This design comes from an exercise in tuning for small area and a short achievable clock period on the open sky130 flow, not from production work. No functional check of the RTL was part of any run shown here. Power is estimated from default activity; no workload was simulated.

--- design/flow/design.v ---
module movavg(
    input logic clk,
    input logic reset,
    input logic [63:0] din,
    output logic [63:0] dout
);
   logic [63:0] t1, t2, t3;
   logic [63:0] s1, c1, x1, y1, s2, c2;
   logic ao_w1;
   logic ao_w2;
   logic ao_w3;
   logic ao_w4;
   logic ao_w5;
   logic ao_w6;
   logic ao_w7;
   logic ao_w8;
   logic ao_w9;
   logic ao_w10;
   logic ao_w11;
   logic ao_w12;
   logic ao_w13;
   logic ao_w14;
   logic ao_w15;
   logic ao_w16;
   logic ao_w17;
   logic ao_w18;
   logic ao_w19;
   logic ao_w20;
   logic ao_w21;
   logic ao_w22;
   logic ao_w23;
   logic ao_w24;
   logic ao_w25;
   logic ao_w26;
   logic ao_w27;
   logic ao_w28;
   logic ao_w29;
   logic ao_w30;
   logic ao_w31;
   logic ao_w32;
   logic ao_w33;
   logic ao_w34;
   logic ao_w35;
   logic ao_w36;
   logic ao_w37;
   logic ao_w38;
   logic ao_w39;
   logic ao_w40;
   logic ao_w41;
   logic ao_w42;
   logic ao_w43;
   logic ao_w44;
   logic ao_w45;
   logic ao_w46;
   logic ao_w47;
   logic ao_w48;
   logic ao_w49;
   logic ao_w50;
   logic ao_w51;
   logic ao_w52;
   logic ao_w53;
   logic ao_w54;
   logic ao_w55;
   logic ao_w56;
   logic ao_w57;
   logic ao_w58;
   logic ao_w59;
   logic ao_w60;
   logic ao_w61;
   logic ao_w62;
   logic ao_w63;
   logic ao_w64;
   logic ao_w65;
   logic ao_w66;
   logic ao_w67;
   logic ao_w68;
   logic ao_w69;
   logic ao_w70;
   logic ao_w71;
   logic ao_w72;
   logic ao_w73;
   logic ao_w74;
   logic ao_w75;
   logic ao_w76;
   logic ao_w77;
   logic ao_w78;
   logic ao_w79;
   logic ao_w80;
   logic ao_w81;
   logic ao_w82;
   logic ao_w83;
   logic ao_w84;
   logic ao_w85;
   logic ao_w86;
   logic ao_w87;
   logic ao_w88;
   logic ao_w89;
   logic ao_w90;
   logic ao_w91;
   logic ao_w92;
   logic ao_w93;
   logic ao_w94;
   logic ao_w95;
   logic ao_w96;
   logic ao_w97;
   logic ao_w98;
   logic ao_w99;
   logic ao_w100;
   logic ao_w101;
   logic ao_w102;
   logic ao_w103;
   logic ao_w104;
   logic ao_w105;
   logic ao_w106;
   logic ao_w107;
   logic ao_w108;
   logic ao_w109;
   logic ao_w110;
   logic ao_w111;
   logic ao_w112;
   logic ao_w113;
   logic ao_w114;
   logic ao_w115;
   logic ao_w116;
   logic ao_w117;
   logic ao_w118;
   logic ao_w119;
   logic ao_w120;
   logic ao_w121;
   logic ao_w122;
   logic ao_w123;
   logic ao_w124;
   logic ao_w125;
   logic ao_w126;
   logic ao_w127;
   logic ao_w128;
   logic ao_w129;
   logic ao_w130;
   logic ao_w131;
   logic ao_w132;
   logic ao_w133;
   logic ao_w134;
   logic ao_w135;
   logic ao_w136;
   logic ao_w137;
   logic ao_w138;
   logic ao_w139;
   logic ao_w140;
   logic ao_w141;
   logic ao_w142;
   logic ao_w143;
   logic ao_w144;
   logic ao_w145;
   logic ao_w146;
   logic ao_w147;
   logic ao_w148;
   logic ao_w149;
   logic ao_w150;
   logic ao_w151;
   logic ao_w152;
   logic ao_w153;
   logic ao_w154;
   logic ao_w155;
   logic ao_w156;
   logic ao_w157;
   logic ao_w158;
   logic ao_w159;
   logic ao_w160;
   logic ao_w161;
   logic ao_w162;
   logic ao_w163;
   logic ao_w164;
   logic ao_w165;
   logic ao_w166;
   logic ao_w167;
   logic ao_w168;
   logic ao_w169;
   logic ao_w170;
   logic ao_w171;
   logic ao_w172;
   logic ao_w173;
   logic ao_w174;
   logic ao_w175;
   logic ao_w176;
   logic ao_w177;
   logic ao_w178;
   logic ao_w179;
   logic ao_w180;
   logic ao_w181;
   logic ao_w182;
   logic ao_w183;
   logic ao_w184;
   logic ao_w185;
   logic ao_w186;
   logic ao_w187;
   logic ao_w188;
   logic ao_w189;
   logic ao_w190;
   logic ao_w191;
   logic ao_w192;
   logic ao_w193;
   logic ao_w194;
   logic ao_w195;
   logic ao_w196;
   logic ao_w197;
   logic ao_w198;
   logic ao_w199;
   logic ao_w200;
   logic ao_w201;
   logic ao_w202;
   logic ao_w203;
   logic ao_w204;
   logic ao_w205;
   logic ao_w206;
   logic ao_w207;
   logic ao_w208;
   logic ao_w209;
   logic ao_w210;
   logic ao_w211;
   logic ao_w212;
   logic ao_w213;
   logic ao_w214;
   logic ao_w215;
   logic ao_w216;
   logic ao_w217;
   logic ao_w218;
   logic ao_w219;
   logic ao_w220;
   logic ao_w221;
   logic ao_w222;
   logic ao_w223;
   logic ao_w224;
   logic ao_w225;
   logic ao_w226;
   logic ao_w227;
   logic ao_w228;
   logic ao_w229;
   logic ao_w230;
   logic ao_w231;
   logic ao_w232;
   logic ao_w233;
   logic ao_w234;
   logic ao_w235;
   logic ao_w236;
   logic ao_w237;
   logic ao_w238;
   logic ao_w239;
   logic ao_w240;
   logic ao_w241;
   logic ao_w242;
   logic ao_w243;
   logic ao_w244;
   logic ao_w245;
   logic ao_w246;
   logic ao_w247;
   logic ao_w248;
   logic ao_w249;
   logic ao_w250;
   logic ao_w251;
   logic ao_w252;
   logic ao_w253;
   logic ao_w254;
   logic ao_w255;
   logic ao_w256;
   logic ao_w257;
   logic ao_w258;
   logic ao_w259;
   logic ao_w260;
   logic ao_w261;
   logic ao_w262;
   logic ao_w263;
   logic ao_w264;
   logic ao_w265;
   logic ao_w266;
   logic ao_w267;
   logic ao_w268;
   logic ao_w269;
   logic ao_w270;
   logic ao_w271;
   logic ao_w272;
   logic ao_w273;
   logic ao_w274;
   logic ao_w275;
   logic ao_w276;
   logic ao_w277;
   logic ao_w278;
   logic ao_w279;
   logic ao_w280;
   logic ao_w281;
   logic ao_w282;
   logic ao_w283;
   logic ao_w284;
   logic ao_w285;
   logic ao_w286;
   logic ao_w287;
   logic ao_w288;
   logic ao_w289;
   logic ao_w290;
   logic ao_w291;
   logic ao_w292;
   logic ao_w293;
   logic ao_w294;
   logic ao_w295;
   logic ao_w296;
   logic ao_w297;
   logic ao_w298;
   logic ao_w299;
   logic ao_w300;
   logic ao_w301;
   logic ao_w302;
   logic ao_w303;
   logic ao_w304;
   logic ao_w305;
   logic ao_w306;
   logic ao_w307;
   logic ao_w308;
   logic ao_w309;
   logic ao_w310;
   logic ao_w311;
   logic ao_w312;
   logic ao_w313;
   logic ao_w314;
   logic ao_w315;
   logic ao_w316;
   logic ao_w317;
   logic ao_w318;
   logic ao_w319;
   logic ao_w320;
   logic ao_w321;
   logic ao_w322;
   logic ao_w323;
   logic ao_w324;
   logic ao_w325;
   logic ao_w326;
   logic ao_w327;
   logic ao_w328;
   logic ao_w329;
   logic ao_w330;
   logic ao_w331;
   logic ao_w332;
   logic ao_w333;
   logic ao_w334;
   logic ao_w335;
   logic ao_w336;
   logic ao_w337;
   logic ao_w338;
   logic ao_w339;
   logic ao_w340;
   logic ao_w341;
   logic ao_w342;
   logic ao_w343;
   logic ao_w344;
   logic ao_w345;
   logic ao_w346;
   logic ao_w347;
   logic ao_w348;
   logic ao_w349;
   logic ao_w350;
   logic ao_w351;
   logic ao_w352;
   logic ao_w353;
   logic ao_w354;
   logic ao_w355;
   logic ao_w356;
   logic ao_w357;
   logic ao_w358;
   logic ao_w359;
   logic ao_w360;
   logic ao_w361;
   logic ao_w362;
   logic ao_w363;
   logic ao_w364;
   logic ao_w365;
   logic ao_w366;
   logic ao_w367;
   logic ao_w368;
   logic ao_w369;
   logic ao_w370;
   logic ao_w371;
   logic ao_w372;
   logic ao_w373;
   logic ao_w374;
   logic ao_w375;
   logic ao_w376;
   logic ao_w377;
   logic ao_w378;
   logic ao_w379;
   logic ao_w380;
   logic ao_w381;
   logic ao_w382;
   logic ao_w383;
   logic ao_w384;
   logic ao_w385;
   logic ao_w386;
   logic ao_w387;
   logic ao_w388;
   logic ao_w389;
   logic ao_w390;
   logic ao_w391;
   logic ao_w392;
   logic ao_w393;
   logic ao_w394;
   logic ao_w395;
   logic ao_w396;
   logic ao_w397;
   logic ao_w398;
   logic ao_w399;
   logic ao_w400;
   logic ao_w401;
   logic ao_w402;
   logic ao_w403;
   logic ao_w404;
   logic ao_w405;
   logic ao_w406;
   logic ao_w407;
   logic ao_w408;
   logic ao_w409;
   logic ao_w410;
   logic ao_w411;
   logic ao_w412;
   logic ao_w413;
   logic ao_w414;
   logic ao_w415;
   logic ao_w416;
   logic ao_w417;
   logic ao_w418;
   logic ao_w419;
   logic ao_w420;
   logic ao_w421;
   logic ao_w422;
   logic ao_w423;
   logic ao_w424;
   logic ao_w425;
   logic ao_w426;
   logic ao_w427;
   logic ao_w428;
   logic ao_w429;
   logic ao_w430;
   logic ao_w431;
   logic ao_w432;
   logic ao_w433;
   logic ao_w434;
   logic ao_w435;
   logic ao_w436;
   logic ao_w437;
   logic ao_w438;
   logic ao_w439;
   logic ao_w440;
   logic ao_w441;
   logic ao_w442;
   logic ao_w443;
   logic ao_w444;
   logic ao_w445;
   logic ao_w446;
   logic ao_w447;
   logic ao_w448;
   logic ao_w449;
   logic ao_w450;
   logic ao_w451;
   logic ao_w452;
   logic ao_w453;
   logic ao_w454;
   logic ao_w455;
   logic ao_w456;
   logic ao_w457;
   logic ao_w458;
   logic ao_w459;
   logic ao_w460;
   logic ao_w461;
   logic ao_w462;
   logic ao_w463;
   assign s1 = t1 ^ t2 ^ t3;
   assign c1 = {(t1[62:0] & t2[62:0]) | (t3[62:0] & (t1[62:0] | t2[62:0])), 1'b0};
   assign x1 = s1 ^ c1;
   assign s2 = din ^ x1;
   assign c2 = {x1[62:0] & din[62:0] | ~x1[62:0] & s1[62:0], 1'b0};
   assign ao_w1 = s2[0] & c2[0];
   assign ao_w2 = s2[1] & c2[1];
   assign ao_w3 = s2[2] & c2[2];
   assign ao_w4 = s2[3] & c2[3];
   assign ao_w5 = s2[4] & c2[4];
   assign ao_w6 = s2[5] & c2[5];
   assign ao_w7 = s2[6] & c2[6];
   assign ao_w8 = s2[7] & c2[7];
   assign ao_w9 = s2[8] & c2[8];
   assign ao_w10 = s2[9] & c2[9];
   assign ao_w11 = s2[10] & c2[10];
   assign ao_w12 = s2[11] & c2[11];
   assign ao_w13 = s2[12] & c2[12];
   assign ao_w14 = s2[13] & c2[13];
   assign ao_w15 = s2[14] & c2[14];
   assign ao_w16 = s2[15] & c2[15];
   assign ao_w17 = s2[16] & c2[16];
   assign ao_w18 = s2[17] & c2[17];
   assign ao_w19 = s2[18] & c2[18];
   assign ao_w20 = s2[19] & c2[19];
   assign ao_w21 = s2[20] & c2[20];
   assign ao_w22 = s2[21] & c2[21];
   assign ao_w23 = s2[22] & c2[22];
   assign ao_w24 = s2[23] & c2[23];
   assign ao_w25 = s2[24] & c2[24];
   assign ao_w26 = s2[25] & c2[25];
   assign ao_w27 = s2[26] & c2[26];
   assign ao_w28 = s2[27] & c2[27];
   assign ao_w29 = s2[28] & c2[28];
   assign ao_w30 = s2[29] & c2[29];
   assign ao_w31 = s2[30] & c2[30];
   assign ao_w32 = s2[31] & c2[31];
   assign ao_w33 = s2[32] & c2[32];
   assign ao_w34 = s2[33] & c2[33];
   assign ao_w35 = s2[34] & c2[34];
   assign ao_w36 = s2[35] & c2[35];
   assign ao_w37 = s2[36] & c2[36];
   assign ao_w38 = s2[37] & c2[37];
   assign ao_w39 = s2[38] & c2[38];
   assign ao_w40 = s2[39] & c2[39];
   assign ao_w41 = s2[40] & c2[40];
   assign ao_w42 = s2[41] & c2[41];
   assign ao_w43 = s2[42] & c2[42];
   assign ao_w44 = s2[43] & c2[43];
   assign ao_w45 = s2[44] & c2[44];
   assign ao_w46 = s2[45] & c2[45];
   assign ao_w47 = s2[46] & c2[46];
   assign ao_w48 = s2[47] & c2[47];
   assign ao_w49 = s2[48] & c2[48];
   assign ao_w50 = s2[49] & c2[49];
   assign ao_w51 = s2[50] & c2[50];
   assign ao_w52 = s2[51] & c2[51];
   assign ao_w53 = s2[52] & c2[52];
   assign ao_w54 = s2[53] & c2[53];
   assign ao_w55 = s2[54] & c2[54];
   assign ao_w56 = s2[55] & c2[55];
   assign ao_w57 = s2[56] & c2[56];
   assign ao_w58 = s2[57] & c2[57];
   assign ao_w59 = s2[58] & c2[58];
   assign ao_w60 = s2[59] & c2[59];
   assign ao_w61 = s2[60] & c2[60];
   assign ao_w62 = s2[61] & c2[61];
   assign ao_w63 = s2[62] & c2[62];
   assign ao_w64 = s2[63] & c2[63];
   assign ao_w65 = s2[0] ^ c2[0];
   assign ao_w66 = s2[1] ^ c2[1];
   assign ao_w67 = s2[2] ^ c2[2];
   assign ao_w68 = s2[3] ^ c2[3];
   assign ao_w69 = s2[4] ^ c2[4];
   assign ao_w70 = s2[5] ^ c2[5];
   assign ao_w71 = s2[6] ^ c2[6];
   assign ao_w72 = s2[7] ^ c2[7];
   assign ao_w73 = s2[8] ^ c2[8];
   assign ao_w74 = s2[9] ^ c2[9];
   assign ao_w75 = s2[10] ^ c2[10];
   assign ao_w76 = s2[11] ^ c2[11];
   assign ao_w77 = s2[12] ^ c2[12];
   assign ao_w78 = s2[13] ^ c2[13];
   assign ao_w79 = s2[14] ^ c2[14];
   assign ao_w80 = s2[15] ^ c2[15];
   assign ao_w81 = s2[16] ^ c2[16];
   assign ao_w82 = s2[17] ^ c2[17];
   assign ao_w83 = s2[18] ^ c2[18];
   assign ao_w84 = s2[19] ^ c2[19];
   assign ao_w85 = s2[20] ^ c2[20];
   assign ao_w86 = s2[21] ^ c2[21];
   assign ao_w87 = s2[22] ^ c2[22];
   assign ao_w88 = s2[23] ^ c2[23];
   assign ao_w89 = s2[24] ^ c2[24];
   assign ao_w90 = s2[25] ^ c2[25];
   assign ao_w91 = s2[26] ^ c2[26];
   assign ao_w92 = s2[27] ^ c2[27];
   assign ao_w93 = s2[28] ^ c2[28];
   assign ao_w94 = s2[29] ^ c2[29];
   assign ao_w95 = s2[30] ^ c2[30];
   assign ao_w96 = s2[31] ^ c2[31];
   assign ao_w97 = s2[32] ^ c2[32];
   assign ao_w98 = s2[33] ^ c2[33];
   assign ao_w99 = s2[34] ^ c2[34];
   assign ao_w100 = s2[35] ^ c2[35];
   assign ao_w101 = s2[36] ^ c2[36];
   assign ao_w102 = s2[37] ^ c2[37];
   assign ao_w103 = s2[38] ^ c2[38];
   assign ao_w104 = s2[39] ^ c2[39];
   assign ao_w105 = s2[40] ^ c2[40];
   assign ao_w106 = s2[41] ^ c2[41];
   assign ao_w107 = s2[42] ^ c2[42];
   assign ao_w108 = s2[43] ^ c2[43];
   assign ao_w109 = s2[44] ^ c2[44];
   assign ao_w110 = s2[45] ^ c2[45];
   assign ao_w111 = s2[46] ^ c2[46];
   assign ao_w112 = s2[47] ^ c2[47];
   assign ao_w113 = s2[48] ^ c2[48];
   assign ao_w114 = s2[49] ^ c2[49];
   assign ao_w115 = s2[50] ^ c2[50];
   assign ao_w116 = s2[51] ^ c2[51];
   assign ao_w117 = s2[52] ^ c2[52];
   assign ao_w118 = s2[53] ^ c2[53];
   assign ao_w119 = s2[54] ^ c2[54];
   assign ao_w120 = s2[55] ^ c2[55];
   assign ao_w121 = s2[56] ^ c2[56];
   assign ao_w122 = s2[57] ^ c2[57];
   assign ao_w123 = s2[58] ^ c2[58];
   assign ao_w124 = s2[59] ^ c2[59];
   assign ao_w125 = s2[60] ^ c2[60];
   assign ao_w126 = s2[61] ^ c2[61];
   assign ao_w127 = s2[62] ^ c2[62];
   assign ao_w128 = s2[63] ^ c2[63];
   assign ao_w129 = ao_w2 | (ao_w66 & ao_w1);
   assign ao_w130 = ao_w66 & ao_w65;
   assign ao_w131 = ao_w4 | (ao_w68 & ao_w3);
   assign ao_w132 = ao_w68 & ao_w67;
   assign ao_w133 = ao_w6 | (ao_w70 & ao_w5);
   assign ao_w134 = ao_w70 & ao_w69;
   assign ao_w135 = ao_w8 | (ao_w72 & ao_w7);
   assign ao_w136 = ao_w72 & ao_w71;
   assign ao_w137 = ao_w3 | (ao_w67 & ao_w129);
   assign ao_w138 = ao_w67 & ao_w130;
   assign ao_w139 = ao_w131 | (ao_w132 & ao_w129);
   assign ao_w140 = ao_w132 & ao_w130;
   assign ao_w141 = ao_w7 | (ao_w71 & ao_w133);
   assign ao_w142 = ao_w71 & ao_w134;
   assign ao_w143 = ao_w135 | (ao_w136 & ao_w133);
   assign ao_w144 = ao_w136 & ao_w134;
   assign ao_w145 = ao_w5 | (ao_w69 & ao_w139);
   assign ao_w146 = ao_w69 & ao_w140;
   assign ao_w147 = ao_w133 | (ao_w134 & ao_w139);
   assign ao_w148 = ao_w134 & ao_w140;
   assign ao_w149 = ao_w141 | (ao_w142 & ao_w139);
   assign ao_w150 = ao_w142 & ao_w140;
   assign ao_w151 = ao_w143 | (ao_w144 & ao_w139);
   assign ao_w152 = ao_w144 & ao_w140;
   assign ao_w153 = ao_w10 | (ao_w74 & ao_w9);
   assign ao_w154 = ao_w74 & ao_w73;
   assign ao_w155 = ao_w12 | (ao_w76 & ao_w11);
   assign ao_w156 = ao_w76 & ao_w75;
   assign ao_w157 = ao_w14 | (ao_w78 & ao_w13);
   assign ao_w158 = ao_w78 & ao_w77;
   assign ao_w159 = ao_w16 | (ao_w80 & ao_w15);
   assign ao_w160 = ao_w80 & ao_w79;
   assign ao_w161 = ao_w11 | (ao_w75 & ao_w153);
   assign ao_w162 = ao_w75 & ao_w154;
   assign ao_w163 = ao_w155 | (ao_w156 & ao_w153);
   assign ao_w164 = ao_w156 & ao_w154;
   assign ao_w165 = ao_w15 | (ao_w79 & ao_w157);
   assign ao_w166 = ao_w79 & ao_w158;
   assign ao_w167 = ao_w159 | (ao_w160 & ao_w157);
   assign ao_w168 = ao_w160 & ao_w158;
   assign ao_w169 = ao_w13 | (ao_w77 & ao_w163);
   assign ao_w170 = ao_w77 & ao_w164;
   assign ao_w171 = ao_w157 | (ao_w158 & ao_w163);
   assign ao_w172 = ao_w158 & ao_w164;
   assign ao_w173 = ao_w165 | (ao_w166 & ao_w163);
   assign ao_w174 = ao_w166 & ao_w164;
   assign ao_w175 = ao_w167 | (ao_w168 & ao_w163);
   assign ao_w176 = ao_w168 & ao_w164;
   assign ao_w177 = ao_w18 | (ao_w82 & ao_w17);
   assign ao_w178 = ao_w82 & ao_w81;
   assign ao_w179 = ao_w20 | (ao_w84 & ao_w19);
   assign ao_w180 = ao_w84 & ao_w83;
   assign ao_w181 = ao_w22 | (ao_w86 & ao_w21);
   assign ao_w182 = ao_w86 & ao_w85;
   assign ao_w183 = ao_w24 | (ao_w88 & ao_w23);
   assign ao_w184 = ao_w88 & ao_w87;
   assign ao_w185 = ao_w19 | (ao_w83 & ao_w177);
   assign ao_w186 = ao_w83 & ao_w178;
   assign ao_w187 = ao_w179 | (ao_w180 & ao_w177);
   assign ao_w188 = ao_w180 & ao_w178;
   assign ao_w189 = ao_w23 | (ao_w87 & ao_w181);
   assign ao_w190 = ao_w87 & ao_w182;
   assign ao_w191 = ao_w183 | (ao_w184 & ao_w181);
   assign ao_w192 = ao_w184 & ao_w182;
   assign ao_w193 = ao_w21 | (ao_w85 & ao_w187);
   assign ao_w194 = ao_w85 & ao_w188;
   assign ao_w195 = ao_w181 | (ao_w182 & ao_w187);
   assign ao_w196 = ao_w182 & ao_w188;
   assign ao_w197 = ao_w189 | (ao_w190 & ao_w187);
   assign ao_w198 = ao_w190 & ao_w188;
   assign ao_w199 = ao_w191 | (ao_w192 & ao_w187);
   assign ao_w200 = ao_w192 & ao_w188;
   assign ao_w201 = ao_w26 | (ao_w90 & ao_w25);
   assign ao_w202 = ao_w90 & ao_w89;
   assign ao_w203 = ao_w28 | (ao_w92 & ao_w27);
   assign ao_w204 = ao_w92 & ao_w91;
   assign ao_w205 = ao_w30 | (ao_w94 & ao_w29);
   assign ao_w206 = ao_w94 & ao_w93;
   assign ao_w207 = ao_w32 | (ao_w96 & ao_w31);
   assign ao_w208 = ao_w96 & ao_w95;
   assign ao_w209 = ao_w27 | (ao_w91 & ao_w201);
   assign ao_w210 = ao_w91 & ao_w202;
   assign ao_w211 = ao_w203 | (ao_w204 & ao_w201);
   assign ao_w212 = ao_w204 & ao_w202;
   assign ao_w213 = ao_w31 | (ao_w95 & ao_w205);
   assign ao_w214 = ao_w95 & ao_w206;
   assign ao_w215 = ao_w207 | (ao_w208 & ao_w205);
   assign ao_w216 = ao_w208 & ao_w206;
   assign ao_w217 = ao_w29 | (ao_w93 & ao_w211);
   assign ao_w218 = ao_w93 & ao_w212;
   assign ao_w219 = ao_w205 | (ao_w206 & ao_w211);
   assign ao_w220 = ao_w206 & ao_w212;
   assign ao_w221 = ao_w213 | (ao_w214 & ao_w211);
   assign ao_w222 = ao_w214 & ao_w212;
   assign ao_w223 = ao_w215 | (ao_w216 & ao_w211);
   assign ao_w224 = ao_w216 & ao_w212;
   assign ao_w225 = ao_w34 | (ao_w98 & ao_w33);
   assign ao_w226 = ao_w98 & ao_w97;
   assign ao_w227 = ao_w36 | (ao_w100 & ao_w35);
   assign ao_w228 = ao_w100 & ao_w99;
   assign ao_w229 = ao_w38 | (ao_w102 & ao_w37);
   assign ao_w230 = ao_w102 & ao_w101;
   assign ao_w231 = ao_w40 | (ao_w104 & ao_w39);
   assign ao_w232 = ao_w104 & ao_w103;
   assign ao_w233 = ao_w35 | (ao_w99 & ao_w225);
   assign ao_w234 = ao_w99 & ao_w226;
   assign ao_w235 = ao_w227 | (ao_w228 & ao_w225);
   assign ao_w236 = ao_w228 & ao_w226;
   assign ao_w237 = ao_w39 | (ao_w103 & ao_w229);
   assign ao_w238 = ao_w103 & ao_w230;
   assign ao_w239 = ao_w231 | (ao_w232 & ao_w229);
   assign ao_w240 = ao_w232 & ao_w230;
   assign ao_w241 = ao_w37 | (ao_w101 & ao_w235);
   assign ao_w242 = ao_w101 & ao_w236;
   assign ao_w243 = ao_w229 | (ao_w230 & ao_w235);
   assign ao_w244 = ao_w230 & ao_w236;
   assign ao_w245 = ao_w237 | (ao_w238 & ao_w235);
   assign ao_w246 = ao_w238 & ao_w236;
   assign ao_w247 = ao_w239 | (ao_w240 & ao_w235);
   assign ao_w248 = ao_w240 & ao_w236;
   assign ao_w249 = ao_w42 | (ao_w106 & ao_w41);
   assign ao_w250 = ao_w106 & ao_w105;
   assign ao_w251 = ao_w44 | (ao_w108 & ao_w43);
   assign ao_w252 = ao_w108 & ao_w107;
   assign ao_w253 = ao_w46 | (ao_w110 & ao_w45);
   assign ao_w254 = ao_w110 & ao_w109;
   assign ao_w255 = ao_w48 | (ao_w112 & ao_w47);
   assign ao_w256 = ao_w112 & ao_w111;
   assign ao_w257 = ao_w43 | (ao_w107 & ao_w249);
   assign ao_w258 = ao_w107 & ao_w250;
   assign ao_w259 = ao_w251 | (ao_w252 & ao_w249);
   assign ao_w260 = ao_w252 & ao_w250;
   assign ao_w261 = ao_w47 | (ao_w111 & ao_w253);
   assign ao_w262 = ao_w111 & ao_w254;
   assign ao_w263 = ao_w255 | (ao_w256 & ao_w253);
   assign ao_w264 = ao_w256 & ao_w254;
   assign ao_w265 = ao_w45 | (ao_w109 & ao_w259);
   assign ao_w266 = ao_w109 & ao_w260;
   assign ao_w267 = ao_w253 | (ao_w254 & ao_w259);
   assign ao_w268 = ao_w254 & ao_w260;
   assign ao_w269 = ao_w261 | (ao_w262 & ao_w259);
   assign ao_w270 = ao_w262 & ao_w260;
   assign ao_w271 = ao_w263 | (ao_w264 & ao_w259);
   assign ao_w272 = ao_w264 & ao_w260;
   assign ao_w273 = ao_w50 | (ao_w114 & ao_w49);
   assign ao_w274 = ao_w114 & ao_w113;
   assign ao_w275 = ao_w52 | (ao_w116 & ao_w51);
   assign ao_w276 = ao_w116 & ao_w115;
   assign ao_w277 = ao_w54 | (ao_w118 & ao_w53);
   assign ao_w278 = ao_w118 & ao_w117;
   assign ao_w279 = ao_w56 | (ao_w120 & ao_w55);
   assign ao_w280 = ao_w120 & ao_w119;
   assign ao_w281 = ao_w51 | (ao_w115 & ao_w273);
   assign ao_w282 = ao_w115 & ao_w274;
   assign ao_w283 = ao_w275 | (ao_w276 & ao_w273);
   assign ao_w284 = ao_w276 & ao_w274;
   assign ao_w285 = ao_w55 | (ao_w119 & ao_w277);
   assign ao_w286 = ao_w119 & ao_w278;
   assign ao_w287 = ao_w279 | (ao_w280 & ao_w277);
   assign ao_w288 = ao_w280 & ao_w278;
   assign ao_w289 = ao_w53 | (ao_w117 & ao_w283);
   assign ao_w290 = ao_w117 & ao_w284;
   assign ao_w291 = ao_w277 | (ao_w278 & ao_w283);
   assign ao_w292 = ao_w278 & ao_w284;
   assign ao_w293 = ao_w285 | (ao_w286 & ao_w283);
   assign ao_w294 = ao_w286 & ao_w284;
   assign ao_w295 = ao_w287 | (ao_w288 & ao_w283);
   assign ao_w296 = ao_w288 & ao_w284;
   assign ao_w297 = ao_w58 | (ao_w122 & ao_w57);
   assign ao_w298 = ao_w122 & ao_w121;
   assign ao_w299 = ao_w60 | (ao_w124 & ao_w59);
   assign ao_w300 = ao_w124 & ao_w123;
   assign ao_w301 = ao_w62 | (ao_w126 & ao_w61);
   assign ao_w302 = ao_w126 & ao_w125;
   assign ao_w303 = ao_w64 | (ao_w128 & ao_w63);
   assign ao_w304 = ao_w128 & ao_w127;
   assign ao_w305 = ao_w59 | (ao_w123 & ao_w297);
   assign ao_w306 = ao_w123 & ao_w298;
   assign ao_w307 = ao_w299 | (ao_w300 & ao_w297);
   assign ao_w308 = ao_w300 & ao_w298;
   assign ao_w309 = ao_w63 | (ao_w127 & ao_w301);
   assign ao_w310 = ao_w127 & ao_w302;
   assign ao_w311 = ao_w303 | (ao_w304 & ao_w301);
   assign ao_w312 = ao_w304 & ao_w302;
   assign ao_w313 = ao_w61 | (ao_w125 & ao_w307);
   assign ao_w314 = ao_w125 & ao_w308;
   assign ao_w315 = ao_w301 | (ao_w302 & ao_w307);
   assign ao_w316 = ao_w302 & ao_w308;
   assign ao_w317 = ao_w309 | (ao_w310 & ao_w307);
   assign ao_w318 = ao_w310 & ao_w308;
   assign ao_w319 = ao_w311 | (ao_w312 & ao_w307);
   assign ao_w320 = ao_w312 & ao_w308;
   assign ao_w321 = ao_w175 | (ao_w176 & ao_w151);
   assign ao_w322 = ao_w176 & ao_w152;
   assign ao_w323 = ao_w223 | (ao_w224 & ao_w199);
   assign ao_w324 = ao_w224 & ao_w200;
   assign ao_w325 = ao_w271 | (ao_w272 & ao_w247);
   assign ao_w326 = ao_w272 & ao_w248;
   assign ao_w327 = ao_w319 | (ao_w320 & ao_w295);
   assign ao_w328 = ao_w320 & ao_w296;
   assign ao_w329 = ao_w199 | (ao_w200 & ao_w321);
   assign ao_w330 = ao_w200 & ao_w322;
   assign ao_w331 = ao_w323 | (ao_w324 & ao_w321);
   assign ao_w332 = ao_w324 & ao_w322;
   assign ao_w333 = ao_w295 | (ao_w296 & ao_w325);
   assign ao_w334 = ao_w296 & ao_w326;
   assign ao_w335 = ao_w327 | (ao_w328 & ao_w325);
   assign ao_w336 = ao_w328 & ao_w326;
   assign ao_w337 = ao_w247 | (ao_w248 & ao_w331);
   assign ao_w338 = ao_w248 & ao_w332;
   assign ao_w339 = ao_w325 | (ao_w326 & ao_w331);
   assign ao_w340 = ao_w326 & ao_w332;
   assign ao_w341 = ao_w333 | (ao_w334 & ao_w331);
   assign ao_w342 = ao_w334 & ao_w332;
   assign ao_w343 = ao_w335 | (ao_w336 & ao_w331);
   assign ao_w344 = ao_w336 & ao_w332;
   assign ao_w345 = ao_w9 | (ao_w73 & ao_w151);
   assign ao_w346 = ao_w153 | (ao_w154 & ao_w151);
   assign ao_w347 = ao_w161 | (ao_w162 & ao_w151);
   assign ao_w348 = ao_w163 | (ao_w164 & ao_w151);
   assign ao_w349 = ao_w169 | (ao_w170 & ao_w151);
   assign ao_w350 = ao_w171 | (ao_w172 & ao_w151);
   assign ao_w351 = ao_w173 | (ao_w174 & ao_w151);
   assign ao_w352 = ao_w175 | (ao_w176 & ao_w151);
   assign ao_w353 = ao_w17 | (ao_w81 & ao_w321);
   assign ao_w354 = ao_w177 | (ao_w178 & ao_w321);
   assign ao_w355 = ao_w185 | (ao_w186 & ao_w321);
   assign ao_w356 = ao_w187 | (ao_w188 & ao_w321);
   assign ao_w357 = ao_w193 | (ao_w194 & ao_w321);
   assign ao_w358 = ao_w195 | (ao_w196 & ao_w321);
   assign ao_w359 = ao_w197 | (ao_w198 & ao_w321);
   assign ao_w360 = ao_w199 | (ao_w200 & ao_w321);
   assign ao_w361 = ao_w25 | (ao_w89 & ao_w329);
   assign ao_w362 = ao_w201 | (ao_w202 & ao_w329);
   assign ao_w363 = ao_w209 | (ao_w210 & ao_w329);
   assign ao_w364 = ao_w211 | (ao_w212 & ao_w329);
   assign ao_w365 = ao_w217 | (ao_w218 & ao_w329);
   assign ao_w366 = ao_w219 | (ao_w220 & ao_w329);
   assign ao_w367 = ao_w221 | (ao_w222 & ao_w329);
   assign ao_w368 = ao_w223 | (ao_w224 & ao_w329);
   assign ao_w369 = ao_w33 | (ao_w97 & ao_w331);
   assign ao_w370 = ao_w225 | (ao_w226 & ao_w331);
   assign ao_w371 = ao_w233 | (ao_w234 & ao_w331);
   assign ao_w372 = ao_w235 | (ao_w236 & ao_w331);
   assign ao_w373 = ao_w241 | (ao_w242 & ao_w331);
   assign ao_w374 = ao_w243 | (ao_w244 & ao_w331);
   assign ao_w375 = ao_w245 | (ao_w246 & ao_w331);
   assign ao_w376 = ao_w247 | (ao_w248 & ao_w331);
   assign ao_w377 = ao_w41 | (ao_w105 & ao_w337);
   assign ao_w378 = ao_w249 | (ao_w250 & ao_w337);
   assign ao_w379 = ao_w257 | (ao_w258 & ao_w337);
   assign ao_w380 = ao_w259 | (ao_w260 & ao_w337);
   assign ao_w381 = ao_w265 | (ao_w266 & ao_w337);
   assign ao_w382 = ao_w267 | (ao_w268 & ao_w337);
   assign ao_w383 = ao_w269 | (ao_w270 & ao_w337);
   assign ao_w384 = ao_w271 | (ao_w272 & ao_w337);
   assign ao_w385 = ao_w49 | (ao_w113 & ao_w339);
   assign ao_w386 = ao_w273 | (ao_w274 & ao_w339);
   assign ao_w387 = ao_w281 | (ao_w282 & ao_w339);
   assign ao_w388 = ao_w283 | (ao_w284 & ao_w339);
   assign ao_w389 = ao_w289 | (ao_w290 & ao_w339);
   assign ao_w390 = ao_w291 | (ao_w292 & ao_w339);
   assign ao_w391 = ao_w293 | (ao_w294 & ao_w339);
   assign ao_w392 = ao_w295 | (ao_w296 & ao_w339);
   assign ao_w393 = ao_w57 | (ao_w121 & ao_w341);
   assign ao_w394 = ao_w297 | (ao_w298 & ao_w341);
   assign ao_w395 = ao_w305 | (ao_w306 & ao_w341);
   assign ao_w396 = ao_w307 | (ao_w308 & ao_w341);
   assign ao_w397 = ao_w313 | (ao_w314 & ao_w341);
   assign ao_w398 = ao_w315 | (ao_w316 & ao_w341);
   assign ao_w399 = ao_w317 | (ao_w318 & ao_w341);
   assign ao_w400 = ao_w319 | (ao_w320 & ao_w341);
   assign ao_w401 = ao_w66 ^ ao_w1;
   assign ao_w402 = ao_w67 ^ ao_w129;
   assign ao_w403 = ao_w68 ^ ao_w137;
   assign ao_w404 = ao_w69 ^ ao_w139;
   assign ao_w405 = ao_w70 ^ ao_w145;
   assign ao_w406 = ao_w71 ^ ao_w147;
   assign ao_w407 = ao_w72 ^ ao_w149;
   assign ao_w408 = ao_w73 ^ ao_w151;
   assign ao_w409 = ao_w74 ^ ao_w345;
   assign ao_w410 = ao_w75 ^ ao_w346;
   assign ao_w411 = ao_w76 ^ ao_w347;
   assign ao_w412 = ao_w77 ^ ao_w348;
   assign ao_w413 = ao_w78 ^ ao_w349;
   assign ao_w414 = ao_w79 ^ ao_w350;
   assign ao_w415 = ao_w80 ^ ao_w351;
   assign ao_w416 = ao_w81 ^ ao_w352;
   assign ao_w417 = ao_w82 ^ ao_w353;
   assign ao_w418 = ao_w83 ^ ao_w354;
   assign ao_w419 = ao_w84 ^ ao_w355;
   assign ao_w420 = ao_w85 ^ ao_w356;
   assign ao_w421 = ao_w86 ^ ao_w357;
   assign ao_w422 = ao_w87 ^ ao_w358;
   assign ao_w423 = ao_w88 ^ ao_w359;
   assign ao_w424 = ao_w89 ^ ao_w360;
   assign ao_w425 = ao_w90 ^ ao_w361;
   assign ao_w426 = ao_w91 ^ ao_w362;
   assign ao_w427 = ao_w92 ^ ao_w363;
   assign ao_w428 = ao_w93 ^ ao_w364;
   assign ao_w429 = ao_w94 ^ ao_w365;
   assign ao_w430 = ao_w95 ^ ao_w366;
   assign ao_w431 = ao_w96 ^ ao_w367;
   assign ao_w432 = ao_w97 ^ ao_w368;
   assign ao_w433 = ao_w98 ^ ao_w369;
   assign ao_w434 = ao_w99 ^ ao_w370;
   assign ao_w435 = ao_w100 ^ ao_w371;
   assign ao_w436 = ao_w101 ^ ao_w372;
   assign ao_w437 = ao_w102 ^ ao_w373;
   assign ao_w438 = ao_w103 ^ ao_w374;
   assign ao_w439 = ao_w104 ^ ao_w375;
   assign ao_w440 = ao_w105 ^ ao_w376;
   assign ao_w441 = ao_w106 ^ ao_w377;
   assign ao_w442 = ao_w107 ^ ao_w378;
   assign ao_w443 = ao_w108 ^ ao_w379;
   assign ao_w444 = ao_w109 ^ ao_w380;
   assign ao_w445 = ao_w110 ^ ao_w381;
   assign ao_w446 = ao_w111 ^ ao_w382;
   assign ao_w447 = ao_w112 ^ ao_w383;
   assign ao_w448 = ao_w113 ^ ao_w384;
   assign ao_w449 = ao_w114 ^ ao_w385;
   assign ao_w450 = ao_w115 ^ ao_w386;
   assign ao_w451 = ao_w116 ^ ao_w387;
   assign ao_w452 = ao_w117 ^ ao_w388;
   assign ao_w453 = ao_w118 ^ ao_w389;
   assign ao_w454 = ao_w119 ^ ao_w390;
   assign ao_w455 = ao_w120 ^ ao_w391;
   assign ao_w456 = ao_w121 ^ ao_w392;
   assign ao_w457 = ao_w122 ^ ao_w393;
   assign ao_w458 = ao_w123 ^ ao_w394;
   assign ao_w459 = ao_w124 ^ ao_w395;
   assign ao_w460 = ao_w125 ^ ao_w396;
   assign ao_w461 = ao_w126 ^ ao_w397;
   assign ao_w462 = ao_w127 ^ ao_w398;
   assign ao_w463 = ao_w128 ^ ao_w399;
   assign dout = {ao_w463, ao_w462, ao_w461, ao_w460, ao_w459, ao_w458, ao_w457, ao_w456, ao_w455, ao_w454, ao_w453, ao_w452, ao_w451, ao_w450, ao_w449, ao_w448, ao_w447, ao_w446, ao_w445, ao_w444, ao_w443, ao_w442, ao_w441, ao_w440, ao_w439, ao_w438, ao_w437, ao_w436, ao_w435, ao_w434, ao_w433, ao_w432, ao_w431, ao_w430, ao_w429, ao_w428, ao_w427, ao_w426, ao_w425, ao_w424, ao_w423, ao_w422, ao_w421, ao_w420, ao_w419, ao_w418, ao_w417, ao_w416, ao_w415, ao_w414, ao_w413, ao_w412, ao_w411, ao_w410, ao_w409, ao_w408, ao_w407, ao_w406, ao_w405, ao_w404, ao_w403, ao_w402, ao_w401, ao_w65};
   always_ff @(posedge clk) begin
      if (reset) begin
         t1 <= 64'h0;
         t2 <= 64'h0;
         t3 <= 64'h0;
      end else begin
         t1 <= din;
         t2 <= t1;
         t3 <= t2;
      end
   end
endmodule
--- design/flow/flow/run.sh ---
#!/bin/bash
set -euo pipefail
export BUFFER_PORTS_ARGS="-buffer_cell sky130_fd_sc_hd__buf_2"
python3 flow/mknet.py hhc > netlist.v 2> mknet.log
bash standard.sh VERILOG_FILES="$PWD/netlist.v" ADDER_MAP_FILE= finish > standard_make.log 2>&1
--- design/flow/flow/mknet.py ---
#!/usr/bin/env python3
"""Writes the movavg design as a netlist: the registers, their clears and the carry-save
rows as sky130 cells, the carry-propagate adder as plain logic for synthesis to map.

    dout = din + t1 + t2 + t3, with t1, t2, t3 the last three samples.
    (s1, c1) = full adders on t1, t2, t3          (register outputs only)
    x1 = s1 ^ c1, y1 = s1 & c1                     (half adders, still off the din path)
    s2 = din ^ x1, c2 = y1 | (din & x1)            (adds din to the carry-save pair)
    g = s2 & c2, p = s2 ^ c2, then a prefix adder.
usage: mknet.py PREFIX_KIND > netlist.v     (PREFIX_KIND: sk, sp4, sp8, ks, bk)"""
import sys

N = 64
P = "sky130_fd_sc_hd__"
kind = sys.argv[1] if len(sys.argv) > 1 else "sp8"
out = []
wires = []
assigns = []
ncell = [0]


def cell(typ, **pins):
    ncell[0] += 1
    conn = ", ".join(f".{k}({v})" for k, v in pins.items())
    out.append(f"  {P}{typ} hm_{ncell[0]} ({conn});")


def wire(name):
    wires.append(name)
    return name


# registers and their synchronous clears
for i in range(N):
    for r, src in (("t1", f"din[{i}]"), ("t2", f"t1[{i}]"), ("t3", f"t2[{i}]")):
        d = wire(f"d_{r}_{i}")
        cell("nor2b_1", A="reset", B_N=src, Y=d)
        out.append(f"  {P}dfxtp_1 \\{r}[{i}]$_SDFF_PP0_  (.CLK(clk), .D({d}), .Q({r}[{i}]));")

# carry-save rows and generate/propagate
g = ["1'b0"] * N
p = [None] * N
for i in range(N):
    s1 = wire(f"s1_{i}")
    if i < N - 1:
        k1 = wire(f"k1_{i}")
        cell("fa_1", A=f"t1[{i}]", B=f"t2[{i}]", CIN=f"t3[{i}]", SUM=s1, COUT=k1)
    else:
        k1 = wire(f"k1_{i}")
        cell("fa_1", A=f"t1[{i}]", B=f"t2[{i}]", CIN=f"t3[{i}]", SUM=s1, COUT=k1)
    if i == 0:
        x1, y1 = s1, None
    else:
        x1, y1 = wire(f"x1_{i}"), wire(f"y1_{i}")
        cell("ha_1", A=s1, B=f"k1_{i-1}", SUM=x1, COUT=y1)
    s2n = wire(f"s2n_{i}")
    cell("xnor2_1", A=f"din[{i}]", B=x1, Y=s2n)
    if i < N - 1:
        c2n = wire(f"c2n_{i+1}")
        if y1 is None:
            cell("nand2_1", A=f"din[{i}]", B=x1, Y=c2n)
        else:
            cell("a21oi_1", A1=f"din[{i}]", A2=x1, B1=y1, Y=c2n)
    if i == 0:
        p[0] = wire("p_0")
        cell("inv_1", A=s2n, Y=p[0])
    else:
        g[i], p[i] = wire(f"g_{i}"), wire(f"p_{i}")
        cell("nor2_1", A=s2n, B=f"c2n_{i}", Y=g[i])
        cell("xor2_1", A=s2n, B=f"c2n_{i}", X=p[i])

# hand-mapped Sklansky prefix (kind "hsk"): alternating AOI/OAI levels, inverters only where
# a node's polarity does not match its partner's.
inv_cache = {}


def inv(net):
    if net not in inv_cache:
        n = wire(f"iv_{len(inv_cache)}")
        cell("inv_1", A=net, Y=n)
        inv_cache[net] = n
    return inv_cache[net]


def as_pol(sig, pol):
    net, sp = sig
    return net if sp == pol else inv(net)


def combine(nh, nl, tag):
    """(G, P, lo) of group hi combined with the adjacent lower group."""
    Gh, Ph, loh = nh
    Gl, Pl, lol = nl
    lo = lol
    if Gl is None:          # the lower group holds bit 0 only, which never generates
        return [Gh, None, lo]
    needp = lo > 1          # groups that reach bit 1 are complete (bit 0 never generates)
    ins = [Gh, Ph, Gl] + ([Pl] if needp else [])
    ntrue = sum(1 for s in ins if s[1])
    pol_in = ntrue * 2 >= len(ins)
    gh, ph, gl = as_pol(Gh, pol_in), as_pol(Ph, pol_in), as_pol(Gl, pol_in)
    go = wire(f"G{tag}")
    if pol_in:
        cell("a21oi_1", A1=ph, A2=gl, B1=gh, Y=go)
    else:
        cell("o21ai_0", A1=ph, A2=gl, B1=gh, Y=go)
    po = None
    if needp:
        pl = as_pol(Pl, pol_in)
        pn = wire(f"P{tag}")
        cell("nand2_1" if pol_in else "nor2_1", A=ph, B=pl, Y=pn)
        po = (pn, not pol_in)
    return [(go, not pol_in), po, lo]


if kind in ("hsk", "hhc", "hks"):
    node = [[(g[i], True) if i else None, (p[i], True), i] for i in range(N)]
    if kind == "hsk":
        d = 1
        while d < N:
            new = list(node)
            for i in range(N):
                if (i // d) % 2 == 1:
                    j = (i // d) * d - 1
                    new[i] = combine(node[i], node[j], f"{d}_{i}")
            node = new
            d *= 2
    elif kind == "hks":
        d = 1
        while d < N:
            new = list(node)
            for i in range(d, N):
                if node[i][2] > 1:
                    new[i] = combine(node[i], node[i - d], f"{d}_{i}")
            node = new
            d *= 2
    else:
        # Han-Carlson: odd nodes pair up, Kogge-Stone among odd nodes, then even nodes
        new = list(node)
        for i in range(1, N, 2):
            new[i] = combine(node[i], node[i - 1], f"a_{i}")
        node = new
        d = 2
        while d < N:
            new = list(node)
            for i in range(1, N, 2):
                if i - d >= 0 and node[i][2] > 1:
                    new[i] = combine(node[i], node[i - d], f"{d}_{i}")
            node = new
            d *= 2
        new = list(node)
        for i in range(2, N, 2):
            new[i] = combine(node[i], node[i - 1], f"e_{i}")
        node = new
    for i in range(N):
        if i <= 1:
            assigns.append(f"  assign dout[{i}] = {p[i]};")
            continue
        C = node[i - 1][0]
        assert node[i - 1][2] <= 1, (i, node[i - 1][2])
        if C[1]:
            cell("xor2_1", A=p[i], B=C[0], X=f"dout[{i}]")
        else:
            cell("xnor2_1", A=p[i], B=C[0], Y=f"dout[{i}]")
    kind = "done"

# prefix network (plain logic)
nw = [0]


def w(expr):
    nw[0] += 1
    nm = wire(f"pf_{nw[0]}")
    assigns.append(f"  assign {nm} = {expr};")
    return nm


def comb(Gh, Ph, Gl, Pl, needp=True):
    G = w(f"{Gh} | ({Ph} & {Gl})")
    Pn = w(f"{Ph} & {Pl}") if needp else None
    return G, Pn


G, Pp = list(g), list(p)
if kind == "done":
    pass
elif kind in ("sk", "ks", "bk"):
    if kind == "ks":
        d = 1
        while d < N:
            nG, nP = list(G), list(Pp)
            for i in range(d, N):
                nG[i], nP[i] = comb(G[i], Pp[i], G[i - d], Pp[i - d])
            G, Pp = nG, nP
            d *= 2
    elif kind == "sk":
        d = 1
        while d < N:
            nG, nP = list(G), list(Pp)
            for i in range(N):
                if (i // d) % 2 == 1:
                    j = (i // d) * d - 1
                    nG[i], nP[i] = comb(G[i], Pp[i], G[j], Pp[j])
            G, Pp = nG, nP
            d *= 2
    else:
        d = 1
        while d < N:
            for i in range(2 * d - 1, N, 2 * d):
                G[i], Pp[i] = comb(G[i], Pp[i], G[i - d], Pp[i - d])
            d *= 2
        d = N // 4
        while d >= 1:
            for i in range(3 * d - 1, N, 2 * d):
                G[i], _ = comb(G[i], Pp[i], G[i - d], Pp[i - d], False)
            d //= 2
else:
    k = int(kind[2:])
    ng = N // k
    LG, LP = list(g), list(p)
    for gi in range(ng):
        base = gi * k
        d = 1
        while d < k:
            nLG, nLP = list(LG), list(LP)
            for i in range(base, base + k):
                if ((i - base) // d) % 2 == 1:
                    j = base + ((i - base) // d) * d - 1
                    nLG[i], nLP[i] = comb(LG[i], LP[i], LG[j], LP[j])
            LG, LP = nLG, nLP
            d *= 2
    GG = [LG[gi * k + k - 1] for gi in range(ng)]
    GP = [LP[gi * k + k - 1] for gi in range(ng)]
    d = 1
    while d < ng:
        nG, nP = list(GG), list(GP)
        for i in range(ng):
            if (i // d) % 2 == 1:
                j = (i // d) * d - 1
                nG[i], nP[i] = comb(GG[i], GP[i], GG[j], GP[j])
        GG, GP = nG, nP
        d *= 2
    for i in range(N):
        gi = i // k
        G[i] = LG[i] if gi == 0 else w(f"{LG[i]} | ({LP[i]} & {GG[gi - 1]})")

for i in range(N if kind != "done" else 0):
    if i == 0:
        assigns.append(f"  assign dout[0] = {p[0]};")
    else:
        assigns.append(f"  assign dout[{i}] = {p[i]} ^ {G[i - 1]};")

print("// Generated by mknet.py " + kind)
print("module movavg(clk, reset, din, dout);")
print("  input clk;\n  input reset;\n  input [63:0] din;\n  output [63:0] dout;")
print("  wire [63:0] t1, t2, t3;")
for x in wires:
    print(f"  wire {x};")
print("\n".join(out))
print("\n".join(assigns))
print("endmodule")
--- design/flow/standard.sh ---
#!/bin/bash
# synth_recipe.tcl (not shown) runs the flow's synth.tcl, then flattens the netlist and writes it again
# the make line also repeats each setting of config.mk as NAME=value (left out here)
make -C /OpenROAD-flow-scripts/flow DESIGN_CONFIG=/design/flow/config.mk WORK_HOME=/design/flow/orfs CLKGATE_MAP_FILE= SYNTH_SCRIPT=/design/flow/synth_recipe.tcl "${@:-finish}"
--- design/flow/config.mk ---
export PLATFORM = sky130hd
export DESIGN_NAME = movavg
export DESIGN_NICKNAME = movavg
export VERILOG_FILES = /design/flow/design.v
export SDC_FILE = /design/flow/constraint.sdc
export NUM_CORES = 4
export LEC_CHECK = 0
export CAP_MARGIN = 20
export CORE_MARGIN = 2
export CORE_UTILIZATION = 65
export CTS_BUF_LIST = sky130_fd_sc_hd__clkbuf_4 sky130_fd_sc_hd__clkbuf_8
export PLACE_DENSITY = 0.75
export SETUP_SLACK_MARGIN = 0
export SLEW_MARGIN = 20
--- design/flow/constraint.sdc ---
create_clock -name core_clock -period 7.5 [get_ports {clk}]
set_input_delay 1.5000 -clock core_clock [delete_from_list [all_inputs] [get_ports {clk}]]
set_output_delay 1.5000 -clock core_clock [all_outputs]
set_load 0.01 [all_outputs]
==> results by group, run 1 <==
Drt
  • Initial DRC Count: 444
  • Drt pass-1 iters: 5
  • Post-Route WL: 22.3 mm
  • DR vias: slightly above 8000
  • Antenna-violating nets left: 0
  • Drt wl/cell: approximately 15 µm
  • Via density: 5.27
  • Post-route DRC: 0

Min path
  • Worst hold path type: reg -> reg

Layout
  • Nets@finish: ~1500
  • Area delta synth->final: 12.5%
  • Share of layout cells above drive strength 1: between 10% and 20%
  • Antenna diode count: 0
  • Fillers: 1277

Timing
  • Final Worst Setup Slack: 1240 ps
  • TNS Setup: 0 ps
  • Fin crit share: 83.5%
  • Slew of the pin with the lowest slew margin: approximately 800 ps
  • Hold Slack: 477 ps
  • Fmax: 0.160 GHz
  • Final setup fails: 0
  • Max Slew Vio Count: 0
  • Unrepaired setup endpoints after global routing: false
  • Tmin final: between 6000 and 7000 ps
  • Relative slew slack: 46.5%
  • Endpoints failing hold: 0
  • Worst Skew: 15.4 ps

Global routing
  • Number of global-route vias before repair: about 8200
  • First-pass GRT wire length: 37.5 mm
  • Global Route Usage Sum: between 20% and 30%
  • Largest net degree at the start of global routing: about 110
  • Initial antenna violation count: 0
  • Overflow after GRT: 0

Floorplanning
  • Die Y: ~130 µm
  • Starting Density: between 60 and 70%
  • Die Area: 17600 µm²
  • FP Rows: 47
  • DIE WIDTH: ~130 µm
  • Core ar.: between 15000 and 20000 µm²
  • Io pins: 130

Synth
  • Post-Syn Nets: between 1000 and 1500
  • Sequential area share after synthesis: between 30% and 40%
  • Unique masters post-synth: 12
  • FF+latch count, synth: between 150 and 200
  • Area leader, netlist: dfxtp_1
  • Mean Syn Cell Area: 9.36 µm²
  • Synth top area share: about 36%
  • Synth Instances: 1153
  • Synth area leaders: dfxtp_1, fa_1, nor2b_1
  • Post-Syn Area: roughly 11000 µm²
  • Warnings from Yosys: 0

Clocking
  • Total CTS buffers: 17
  • Clk slew on worst S/H paths: 110 ps
  • CTS root buf: clkbuf_8
  • Deepest clock path buffer count: 2
  • Clock sink total: ~190
  • CTS tree: done
  • Post-CTS resize count: 0
  • Post-CTS Setup Inserts: 0
  • Worst-Skew Late Latency: ~480 ps
  • CTS HTree Levels: 4
  • # hold bufs at CTS: 0

Critical path
  • CP cell instances: fa_1 -> ha_1 -> xnor2_1 -> xor2_1 -> nand2_1 -> o21ai_0 -> inv_1 -> o21ai_0 -> a21oi_1 -> o21ai_0 -> a21oi_1 -> xnor2_1 -> buf_2
  • Slowest cell on crit path: o21ai_0
  • Buf/Inv on CP: 2
  • Crit-path leading delay family: compound AO/OA/AOI/OAI gates
  • Critical Path Sink Type: output port
  • Critical Path AT: 4760 ps
  • Crit Path Class: reg -> out
  • Largest fanout on the critical path: 5
  • Startpoint Class: flip-flop
  • CP peak stage delay: between 500 and 600 ps
  • Top cell by count, worst path: o21ai_0
  • Critical Path RT: 6000 ps

Placed design
  • GP Congestion: between 0.9 and 1
  • Dpl hpwl: between 15 and 20 mm
  • Worst slack at placement: approximately 1500 ps
  • I/O Buffers: 129

Power and ir drop
  • Maximum vdd drop: 0.000167 V
  • Pwr per Cell Area: 243 nW/µm²
  • Leak: 5.19 nW

Job
  • Max_cap viols: 0

Status
  • Result of the run: finished clean
-- area by class of cell --
class	count	area [µm²]	share of cell area, %
multi-input combinational	942	6860	56.6
sequential	192	3840	31.7
timing repair buffer	132	674	5.56
tap	220	275	2.27
clock buffer	18	241	1.99
clock inverter	14	168	1.38
inverter	17	63.8	0.526
-- Yosys cell counts --
cell and n:
inv_1 17, nor2_1 114, nor2b_1 192, xor2_1 84
a21oi_1 175, xnor2_1 105, nand2_1 73, buf_4 2
ha_1 63, o21ai_0 72, fa_1 64, dfxtp_1 192
-- where the power goes --
| group | total [mW] | internal (mW) | leakage (nW) | switching [mW] |
|---|---|---|---|---|
| clock | 0.698 | 0.287 | 0.211 | 0.411 |
| combinational | 1.16 | 0.461 | 3.40 | 0.702 |
| sequential | 1.09 | 1.06 | 1.58 | 0.0282 |
| total | 2.95 | 1.81 | 5.19 | 1.14 |
-- routing by layer --
metal,track usage [%],part of all wire [%],up-vias
li1,-,-,4093
met4,6.57,1.5,0
met1,34.3,45,3775
met3,5.56,5.1,30
met5,0,0,-
met2,45.7,48,186
-- per-stage QoR --
step / instance area, µm² / cells / total power, mW / utilization [%]
6_report: 12100 / 1535 / 2.95 / 73.9
5_1_grt: 12100 / 1535 / 3.13 / 73.9
4_1_cts: 12100 / 1535 / 2.97 / 73.9
3_5_place_dp: 11700 / 1503 / 2.27 / 71.4
3_3_place_gp: 11700 / 1503 / 2.25 / 71.4
2_1_floorplan: 10800 / 1153 / 1.87 / -
-- worst paths after layout --
path	endpoint	slack (ps)	from	cells past startpoint
worst max-delay path	dout[61]	1240	t1[2]	13
worst max register to register	t2[30]	6840	t1[30]	1
worst min register to register	t3[53]	480	t2[53]	1
worst min-delay path	t3[53]	480	t2[53]	1
-- cells by family (layout without fill, tap and decap cells) --
group	count (synthesis)	count (layout)	synth area share, %
simple gates	379	379	17.6
compound gates	247	247	11.5
flops	192	192	35.6
xor+xnor	189	189	15.3
fa+ha+maj	127	127	19.2
buf+inv	19	181	0.731
-- sequential cells by signal (all words and copies together) (netlist names) --
signal  cells
t1         64
t2         64
t3         64
-- cells in the final DEF (no fill, tap or decap), types with 63 or more instances in the layout --
| cell | netlist | routed |
|---|---|---|
| o21ai_0 | 72 | 72 |
| xnor2_1 | 105 | 105 |
| ha_1 | 63 | 63 |
| a21oi_1 | 175 | 175 |
| nor2_1 | 114 | 114 |
| fa_1 | 64 | 64 |
| xor2_1 | 84 | 84 |
| buf_2 | 0 | 128 |
| nor2b_1 | 192 | 192 |
| nand2_1 | 73 | 73 |
| dfxtp_1 | 192 | 192 |
==> run 2: changes to the inputs <==
--- a/design/flow/flow/mknet.py
+++ b/design/flow/flow/mknet.py
@@ -105,3 +105,3 @@
     else:
-        cell("o21ai_0", A1=ph, A2=gl, B1=gh, Y=go)
+        cell("o21ai_1", A1=ph, A2=gl, B1=gh, Y=go)
     po = None
--- a/design/flow/config.mk
+++ b/design/flow/config.mk
@@ -12,3 +12,3 @@
 export PLACE_DENSITY = 0.75
-export SETUP_SLACK_MARGIN = 0
+export SETUP_SLACK_MARGIN = 1.5
 export SLEW_MARGIN = 20
==> results by group, run 2 <==
Drt
  • DR vias: 8066 (-0.22%)
  • Post-Route WL: 22.7 mm (+1.7%)
  • Initial DRC Count: 339 (-24%)
  • Via density: 5.27 (about the same)
  • Drt pass-1 iters: 5 (unchanged)
  • Antenna-violating nets left: 0 (unchanged)
  • Post-route DRC: 0 (unchanged)
  • Drt wl/cell: 14.8 µm (+1.9%)

Layout
  • Final Cell Area: 12100 µm² (-0.14%)
  • Nets@finish: 1493 (-0.13%)
  • Share of layout cells above drive strength 1: 12.4% (-0.11 points)
  • Most frequent cells in the layout: nor2b_1, dfxtp_1, a21oi_1
  • Final instance count without filler cells: 1531 (-0.26%)
  • Antenna diode count: 0 (unchanged)
  • Regs by FF count: t1 x64, t2 x64, t3 x64
  • Area delta synth->final: 12.3%
  • Post-route core utilization: 73.8% (-0.11 points)

Synth
  • Top FF cell, synth: dfxtp_1
  • Sequential area share after synthesis: 35.6% (unchanged)
  • FF+latch count, synth: 192 (unchanged)
  • Most instantiated cells after synthesis: dfxtp_1, nor2b_1, a21oi_1
  • Adder-cell share of the synthesized area: 19.2% (unchanged)
  • Synth area leaders: dfxtp_1, fa_1, nor2b_1
  • Unique masters post-synth: 12 (unchanged)
  • Post-synth ARST share: 0% (unchanged)
  • Synth top area share: 35.6% (unchanged)
  • Area leader, netlist: dfxtp_1
  • Post-synth EDFFs: 0 (unchanged)
  • Synth Area in Compound Gates: 11.5% (unchanged)
  • Post-Syn Nets: 1346 (unchanged)
  • Post-Synth XOR/XNOR Area: 15.3% (unchanged)
  • Multiplexer area fraction after synthesis: 0% (unchanged)
  • Main combinational cell family by area after synthesis: adder cells
  • Synth Instances: 1153 (unchanged)
  • Post-Synth Simple-Gate Area: 17.6% (unchanged)
  • Post-Syn Area: 10800 µm² (unchanged)
  • Mean Syn Cell Area: 9.36 µm² (unchanged)
  • Warnings from Yosys: 0 (unchanged)

Critical path
  • Reg2Reg Setup Slack: 6860 ps (+20 ps)
  • Critical Path AT: 4130 ps (-630 ps)
  • Critical Path Sink Type: output port
  • R2R depth: 1 (unchanged)
  • Critical Path RT: 6000 ps (about the same)
  • R2r endpoint: t2[29]
  • Crit Path Class: reg -> out
  • Reg2reg start: t1[29]
  • Crit path from: t1[2]
  • Largest fanout on the critical path: 5 (unchanged)
  • Startpoint Class: flip-flop

Clocking
  • Clock sink total: 192 (unchanged)
  • CTS root buf: clkbuf_8
  • Worst-Skew Late Latency: 480 ps (about the same)
  • Total CTS buffers: 17 (unchanged)
  • Deepest clock path buffer count: 2 (unchanged)
  • Clk slew on worst S/H paths: 100 ps (about the same)
  • CTS HTree Levels: 4 (unchanged)
  • CTS tree: done

Timing
  • Slew of the pin with the lowest slew margin: 968 ps (+165 ps)
  • Relative slew slack: 35.5% (-11 points)
  • TNS Setup: 0 ps (unchanged)
  • Unrepaired setup endpoints after global routing: true
  • Fmax: 0.178 GHz (+11%)
  • Tmin final: 5630 ps (-627 ps)
  • Final setup fails: 0 (unchanged)
  • Worst Skew: 16.6 ps (+1.18 ps)
  • Endpoints failing hold: 0 (unchanged)
  • Max Slew Vio Count: 0 (unchanged)
  • Fin crit share: 75.1% (-8.4 points)

Placed design
  • Dpl hpwl: 18.1 mm (+2.3%)
  • DP Cell Count: 1501 (-0.13%)
  • Area post-placement: 11700 µm² (-0.13%)
  • I/O Buffers: 129 (unchanged)
  • GP Congestion: 0.969 (+7.5%)

Global routing
  • Overflow after GRT: 0 (unchanged)
  • Initial antenna violation count: 0 (unchanged)
  • Global Route Usage Sum: 27.0% (+0.47 points)
  • First-pass GRT wire length: 37.9 mm (+1.1%)
  • Number of global-route vias before repair: 8148 (-0.42%)
  • Largest net degree at the start of global routing: 99 (-13%)

Min path
  • Worst hold path type: reg -> reg
  • Worst hold start: t2[23]
  • Cells on Worst Hold Path: 1 (unchanged)
  • WHS Endpoint: t3[23]

Power and ir drop
  • Final Power: 2.97 mW (+0.73%)
  • Maximum vdd drop: 0.000213 V (+28%)
  • Pwr per Cell Area: 245 nW/µm² (+0.88%)
  • Leak: 5.15 nW (-0.84%)

Floorplanning
  • Starting Density: 65.7% (unchanged)
  • Io pins: 130 (unchanged)
  • Die Area: 17600 µm² (unchanged)
  • FP Rows: 47 (unchanged)
  • Die Y: 133 µm (unchanged)
  • DIE WIDTH: 133 µm (unchanged)
  • Core ar.: 16400 µm² (unchanged)

Job
  • Max_cap viols: 0 (unchanged)

Status
  • Result of the run: finished clean
==> run 2: cell types whose count changed in the layout (fill, tap and decap cells not counted), sizes merged <==
cell      previous run  this run
clkinv               5         2
bufinv               1         3
inv                 25        21
buf                132       130
clkinvlp             0         3
==> run 2: worst max path at each step <==
stage	end	slack, ps	depth (start not counted)
after floorplan	dout[61]	2660	10
after global routing	dout[63]	1480	13
after detailed placement	dout[49]	1830	12
after global placement	dout[49]	1880	12
after CTS	dout[49]	1730	13
final	dout[61]	1870	13
==> run 2: where the power goes <==
group	total, mW	switching, mW	internal (mW)	leakage, nW
logic	1.18	0.717	0.465	3.37
registers	1.09	0.0288	1.06	1.58
clock network	0.700	0.368	0.332	0.196
==> run 2: layer usage <==
metal	track usage, %	vias up	share of wire (%)	wire length, µm
met2	44.5	164	47	10700
met4	8.36	0	1.9	428
met1	36.1	3781	47	10600
met5	0	-	0	0
li1	-	4096	-	-
met3	5.44	25	4.0	915
==> run 2: timing repair <==
item                       CTS  global route
buffers inserted             0             0
hold buffers                 0             0
resized for setup            0             2
setup endpoints to repair    0             6
==> run 2: cell type report <==
type                    instances  area, µm²
fillers                      1303       4290
repair buffers                130        659
clock inverters                12        158
flip-flops and latches        192       3840
multi-input cells             942       6870
well taps                     220        275
inverters                      17       63.8
clock buffers                  18        241
==> run 2: metrics by stage <==
| step | worst slack (ps) | hold slack (ps) |
|---|---|---|
| finish | 1870 | 472 |
| global route | 1480 | 494 |
| CTS | 1730 | 479 |
| detailed placement | 1830 | 479 |
| global placement | 1880 | 471 |
| floorplan | 2660 | 465 |
==> run 2: cell families after synthesis <==
logic type	count (synthesis)
AND/OR/NAND/NOR	379
AO/OA/AOI/OAI	247
flip-flops	192
XOR/XNOR	189
adder cells (fa/ha/maj)	127
buffers and inverters	19
==> run 2: worst max-delay path: stages, from the launching register on <==
cell and delay (ps):
dfxtp_1 340, fa_1 490, ha_1 350, xnor2_1 270, xor2_1 320, nand2_1 160, o21ai_2 330, inv_1 100
o21ai_1 330, a21oi_1 210, o21ai_1 320, a21oi_1 140, xnor2_1 170, buf_2 160
==> run 3: changes to the inputs <==
--- a/design/flow/config.mk
+++ b/design/flow/config.mk
@@ -12,3 +12,3 @@
 export PLACE_DENSITY = 0.75
-export SETUP_SLACK_MARGIN = 1.5
+export SETUP_SLACK_MARGIN = 2.5
 export SLEW_MARGIN = 20
==> results by group, run 3 <==
Floorplanning
  • FP Rows: 47 (unchanged)
  • DIE WIDTH: 133 µm (unchanged)
  • Io pins: 130 (unchanged)
  • Die Y: 133 µm (unchanged)
  • Starting Density: 65.7% (unchanged)

Synth
  • Post-Syn Area: 10800 µm² (unchanged)
  • Area leader, netlist: dfxtp_1
  • Warnings from Yosys: 0 (unchanged)
  • Most instantiated cells after synthesis: dfxtp_1, nor2b_1, a21oi_1
  • Post-synth ARST share: 0% (unchanged)
  • Unique masters post-synth: 12 (unchanged)
  • FF+latch count, synth: 192 (unchanged)
  • Top FF cell, synth: dfxtp_1
  • Synth area leaders: dfxtp_1, fa_1, nor2b_1
  • Post-synth EDFFs: 0 (unchanged)
  • Post-Syn Nets: 1346 (unchanged)
  • Synth Instances: 1153 (unchanged)
  • Mean Syn Cell Area: 9.36 µm² (unchanged)
  • Sequential area share after synthesis: 35.6% (unchanged)
  • Synth top area share: 35.6% (unchanged)

Placed design
  • GP Congestion: 0.969 (unchanged)
  • Dpl hpwl: 18.1 mm (unchanged)
  • I/O Buffers: 129 (unchanged)

Timing
  • Worst endpoint type: top-level output
  • Post-GRT worst EP: dout[61]

Clocking
  • CTS HTree Levels: 4 (unchanged)
  • Clock sink total: 192 (unchanged)
  • Total CTS buffers: 17 (unchanged)
  • Deepest clock path buffer count: 2 (unchanged)
  • # hold bufs at CTS: 0 (unchanged)
  • CTS root buf: clkbuf_8

Status
  • Err: [ERROR DPL-0038] Utilization greater than 100%, impossible to legalize
  • Result of the run: did not finish
  • Stopped at: 5_1_grt

Global routing
  • Largest net degree at the start of global routing: between 90 and 100
## run 3: worst max-delay path by stage
stage,cells after the start,endpoint,from
3_5_place_dp,12,dout[49],din[3]
3_3_place_gp,12,dout[49],din[3]
2_1_floorplan,10,dout[61],din[2]
4_1_cts,13,dout[55],t1[40]
## run 3: timing repair
action / 4_1_cts
gates resized for setup: 354
setup buffers: 83
hold endpoints to repair: 0
endpoints found under the setup margin: 50
pin swaps: 122
## run 3: logic make-up after synthesis
group / after synthesis / synth area share (%)
AND/OR/NAND/NOR: 379 / 17.6
AO/OA/AOI/OAI: 247 / 11.5
flip-flops: 192 / 35.6
XOR/XNOR: 189 / 15.3
adder cells (fa/ha/maj): 127 / 19.2
buffers and inverters: 19 / 0.731
## run 3: stage by stage
step                worst slack (ps)  total power [mW]  instances  instance area (µm²)  utilization, %
CTS                             2480              3.46       1614                14500            88.6
global placement                1880              2.27       1501                11700            71.3
detailed placement              1830              2.28       1501                11700            71.3
floorplan                       2660              1.89       1153                10800               -
## run 3: power by group through the flow
stage | combinational (mW) | sequential [mW] | clock, mW
floorplan | 0.782 | 1.11 | 0
global placement | 1.15 | 1.11 | 0
detailed placement | 1.17 | 1.11 | 0
CTS | 1.65 | 1.09 | 0.714

==> what the ideal ports hide <==
The results above use ideal ports. As a check the final layouts listed here were re-extracted and re-timed, cells and wires unchanged. Step 1 assumes that a clkbuf_16 drives the clock port and a buf_2 every other input. Step 2 times the ports against the registers' clock, not the clock port: input delays grow and output delays shrink by t, the midpoint of the rising clock arrivals with the driver on. Slacks: ideal ports / drivers / drivers and shift; pairs: ideal ports / drivers.
run | t (ns) | setup WS [ns] | hold slack, ns | worst setup path after step 2 | worst register clock-pin slew, ns
run 1 | 0.507 | 1.241 / 1.201 / 1.233 | 0.477 / 0.477 / 0.477 | input to output | 0.11 / 0.11
run 2 | 0.512 | 1.868 / 1.824 / 1.863 | 0.472 / 0.472 / 0.472 | input to output | 0.10 / 0.10
After both steps every run listed still meets setup and hold. For run 1, which loses most, drivers alone change the setup slack by -0.040 ns; drivers and shift together by -0.008 ns.
